What follows belongs to an exercise in optimizing a design on an open flow for small area; a production flow would make more cautious choices.
In this exercise RTL edits were held to simulation tests only and were not proved equivalent to the original.
No activity file was given, so power comes from the tool's default toggle rates.

run A:
==> flow/design.v (excerpt) <==
module stack(d_in, d_out, push, pop, reset, empty, full, clock);
Size in the first run: about 1000 flip-flops, about 38 I/O pins, about 32000 um^2 of cells after synthesis.
Settings: LEC_CHECK=0, CAP_MARGIN=20, CORE_MARGIN=2, CORE_UTILIZATION=60, GPL_TIMING_DRIVEN=0, SLEW_MARGIN=20; clock period 7.0 ns.
standard.sh (not shown) runs the stock make flow with config.mk's settings and CLKGATE_MAP_FILE= SYNTH_SCRIPT=/design/flow/synth_recipe.tcl, a recipe that flattens the netlist after the stock synthesis.
==> flow/flow/run.sh <==
#!/bin/bash
# Own layout flow: the standard ORFS flow (standard.sh) with
#  - synthesis mapped by an area-oriented ABC script (registers unchanged:
#    same synth script, only the combinational mapping script differs),
#  - small port buffers, and a clock tree of small clock buffers without
#    dummy loads.
set -euo pipefail
W=$(pwd)
F=$W/flow

# synthesis script: the standard flow's synth_recipe.tcl, sourcing a copy of ORFS's
# synth.tcl whose abc call uses flow/abc_area.script
sed "s|log_cmd abc {\*}\$abc_args|set abc_args [lreplace \$abc_args 1 1 $F/abc_area.script]; log_cmd abc {*}\$abc_args|" \
    "$FLOW_HOME/scripts/synth.tcl" > "$W/own_synth.tcl"
grep -q "abc_area.script\]; log_cmd abc" "$W/own_synth.tcl"
sed "s|source \$::env(SCRIPTS_DIR)/synth.tcl|source $W/own_synth.tcl|" synth_recipe.tcl > "$W/own_synth_recipe.tcl"
grep -q "own_synth.tcl" "$W/own_synth_recipe.tcl"

CTS=$(cat "$F/cts_args.txt")

bash standard.sh \
    SYNTH_SCRIPT="$W/own_synth_recipe.tcl" \
    BUFFER_PORTS_ARGS="-buffer_cell sky130_fd_sc_hd__buf_1" \
    CTS_ARGS="$CTS" \
    finish > "$W/flow_make.log" 2>&1
==> flow/flow/abc_area.script <==
&get -n
&st
&dch
&nf -R 1000
&put
topo
stime -c
==> flow/flow/cts_args.txt <==
-sink_clustering_enable -repair_clock_nets -dont_use_dummy_load -buf_list sky130_fd_sc_hd__clkbuf_4 -sink_clustering_size 8 -sink_clustering_max_diameter 40
Every stage of the flow completed for run A, and the final layout passed the timing, DRC and antenna checks.
Inputs modified between run A and run B:
-- flow/config.mk --
<<< run A, line 11
export GPL_TIMING_DRIVEN = 0
>>> run B, line 11
==> summary.txt <==
Via count: run B vs run A, no meaningful difference. Sort run A and run B by cell area, descending, and run A comes first. NOTE: total clock network power in run B falls short of that of run A. Run A -> run B: number of port buffers delta 0, exact match.
Input changes introduced in run C (baseline for comparison: run B):
==> flow/flow/cts_args.txt <==
-sink_clustering_enable -repair_clock_nets -dont_use_dummy_load -buf_list sky130_fd_sc_hd__clkbuf_8 -sink_clustering_size 14 -sink_clustering_max_diameter 50
-- flow/config.mk --
<<< run B, line 11
>>> run C, line 11
export GPL_TIMING_DRIVEN = 0
Notes after the runs:
Final critical-path required period, run C and run B: smaller value in run B
Core utilization of the finished layout: higher on run C
Compared with run B, detailed route wirelength on metal2 in run C decreased slightly.
A cell type of the slowest stage on the worst timing path of a31oi_4 is what run C shows, while nor4_1 belongs to run B.
Between run C and run B, the worst hold slack figures differ only marginally.
Run B → run C: count of buffering cells on the critical path with inverters included rose by 2; global-route usage over all layers fell by 1.1 points; final period utilization rose by 28 points.
For run D, these inputs were changed with respect to run C:
-- flow/flow/run.sh --
<<< run C, line 8
>>> run D, line 8
export UPSIZE_FO=10
<<< run C, line 25
>>> run D, line 26
    PRE_GLOBAL_PLACE_TCL="$F/pre_gpl.tcl" \
==> flow/flow/cts_args.txt <==
-sink_clustering_enable -repair_clock_nets -dont_use_dummy_load -buf_list sky130_fd_sc_hd__clkbuf_4 -sink_clustering_size 8 -sink_clustering_max_diameter 40
==> flow/flow/pre_gpl.tcl (new file) <==
# size up the drivers of high-fanout nets (row selects, write buses) so
# that placement does not need to buffer them
set n 0
foreach inst [get_cells *] {
  set cell [get_property $inst ref_name]
  if {![regexp {^sky130_fd_sc_hd__(nor2|nand2|a21oi|o21ai|nor2b|nand2b|and2|or2|a21o|o21a|xnor2|xor2|inv|clkinv)_(0|1)$} $cell -> base drv]} continue
  foreach pin [get_pins -of_objects $inst -filter "direction==output"] {
    set net [get_nets -of_objects $pin]
    set fo [llength [get_pins -of_objects $net -filter "direction==input"]]
    if {$fo >= $::env(UPSIZE_FO)} {
      replace_cell $inst sky130_fd_sc_hd__${base}_2
      incr n
    }
  }
}
puts "pre_gpl: upsized $n drivers"
-- flow/config.mk --
<<< run C, line 11
export GPL_TIMING_DRIVEN = 0
>>> run D, line 11
[summary]
From run C to run D the numbers moved as follows: sequential portion of the cell area grew by 2.5 points; clock period minus worst slack shrank by 1.72 ns; sequential cell fraction of total power grew by 1.6 points; met2 routed wirelength shrank by 0.73%.
Run D vs. run C: met1 routed wirelength after detailed routing went up by 1600 um.
Looking at count of filler cells inserted in the layout across run C and run D, the one that comes out higher is run D.
Share of the clock period used by the worst path after layout ended up 25 points lower on run D than on run C.
Reg2reg setup slack, run C and run D: higher on run D
Via count, run C and run D, higher one = run D.
Modified inputs, run E compared to run D
==> flow/flow/cts_args.txt <==
-sink_clustering_enable -repair_clock_nets -dont_use_dummy_load -buf_list sky130_fd_sc_hd__clkbuf_4 -sink_clustering_size 10 -sink_clustering_max_diameter 40
Results
Compared with run D, run E shows a lower total leakage power. Looking at met1 track demand over resource in global routing across run E and run D, the one that comes out higher is run D. Run D has a lower number of fillers in the final layout than run E. Compared with run D, in run E synthesis-to-finish area growth decreased by 0.41 points relative to the old numbers; number of nets in the layout now sits lower. A critical path class of flip-flop to flip-flop is what run E shows, while primary input to flip-flop belongs to run D. Post-route DRC violation count came out exactly the same in run E and run D. On sequential power, run E and run D are basically level. Run E improves on run D in net switching power of the design. On first-pass GRT wire length, run D tracks run E almost exactly. Count of clock-net buffers in the final layout shrinks by more than 10% when moving from run D to run E. Between run E and run D, the difference in worst path required time is negligible.

## afterwards: timing with drivers on the ports
How much do the figures lean on ideal ports? The routed layouts below were timed once more, with nothing changed but the port constraints.
Step 1: set_driving_cell puts a clkbuf_16 on clock and a buf_2 on each other input, an assumption about the parent block.
Step 2 adds t to the input delays and takes it off the output delays; t is the mean of the earliest and latest rising clock arrival at the registers after step 1. Input paths then give back, and output paths get back, about the clock's delay inside the block.
a / b / c = ideal / step 1 / step 2; a / b = the first two.
run	shift t [ns]	slack for setup (ns)	worst setup path after step 2
run A	1.080	0.270 / 0.212 / -0.868	input to register
run B	1.062	2.195 / 2.195 / 1.187	input to register
run C	0.754	0.257 / 0.182 / -0.572	input to register
run D	1.062	1.982 / 1.926 / 0.864	input to register
run E	1.086	1.889 / 1.889 / 0.880	input to register
With both steps, setup timing fails in run A and run C, where it was met with ideal ports. The setup slack of run A, which loses most, moves by -0.058 ns with the drivers and by -1.138 ns with both steps.
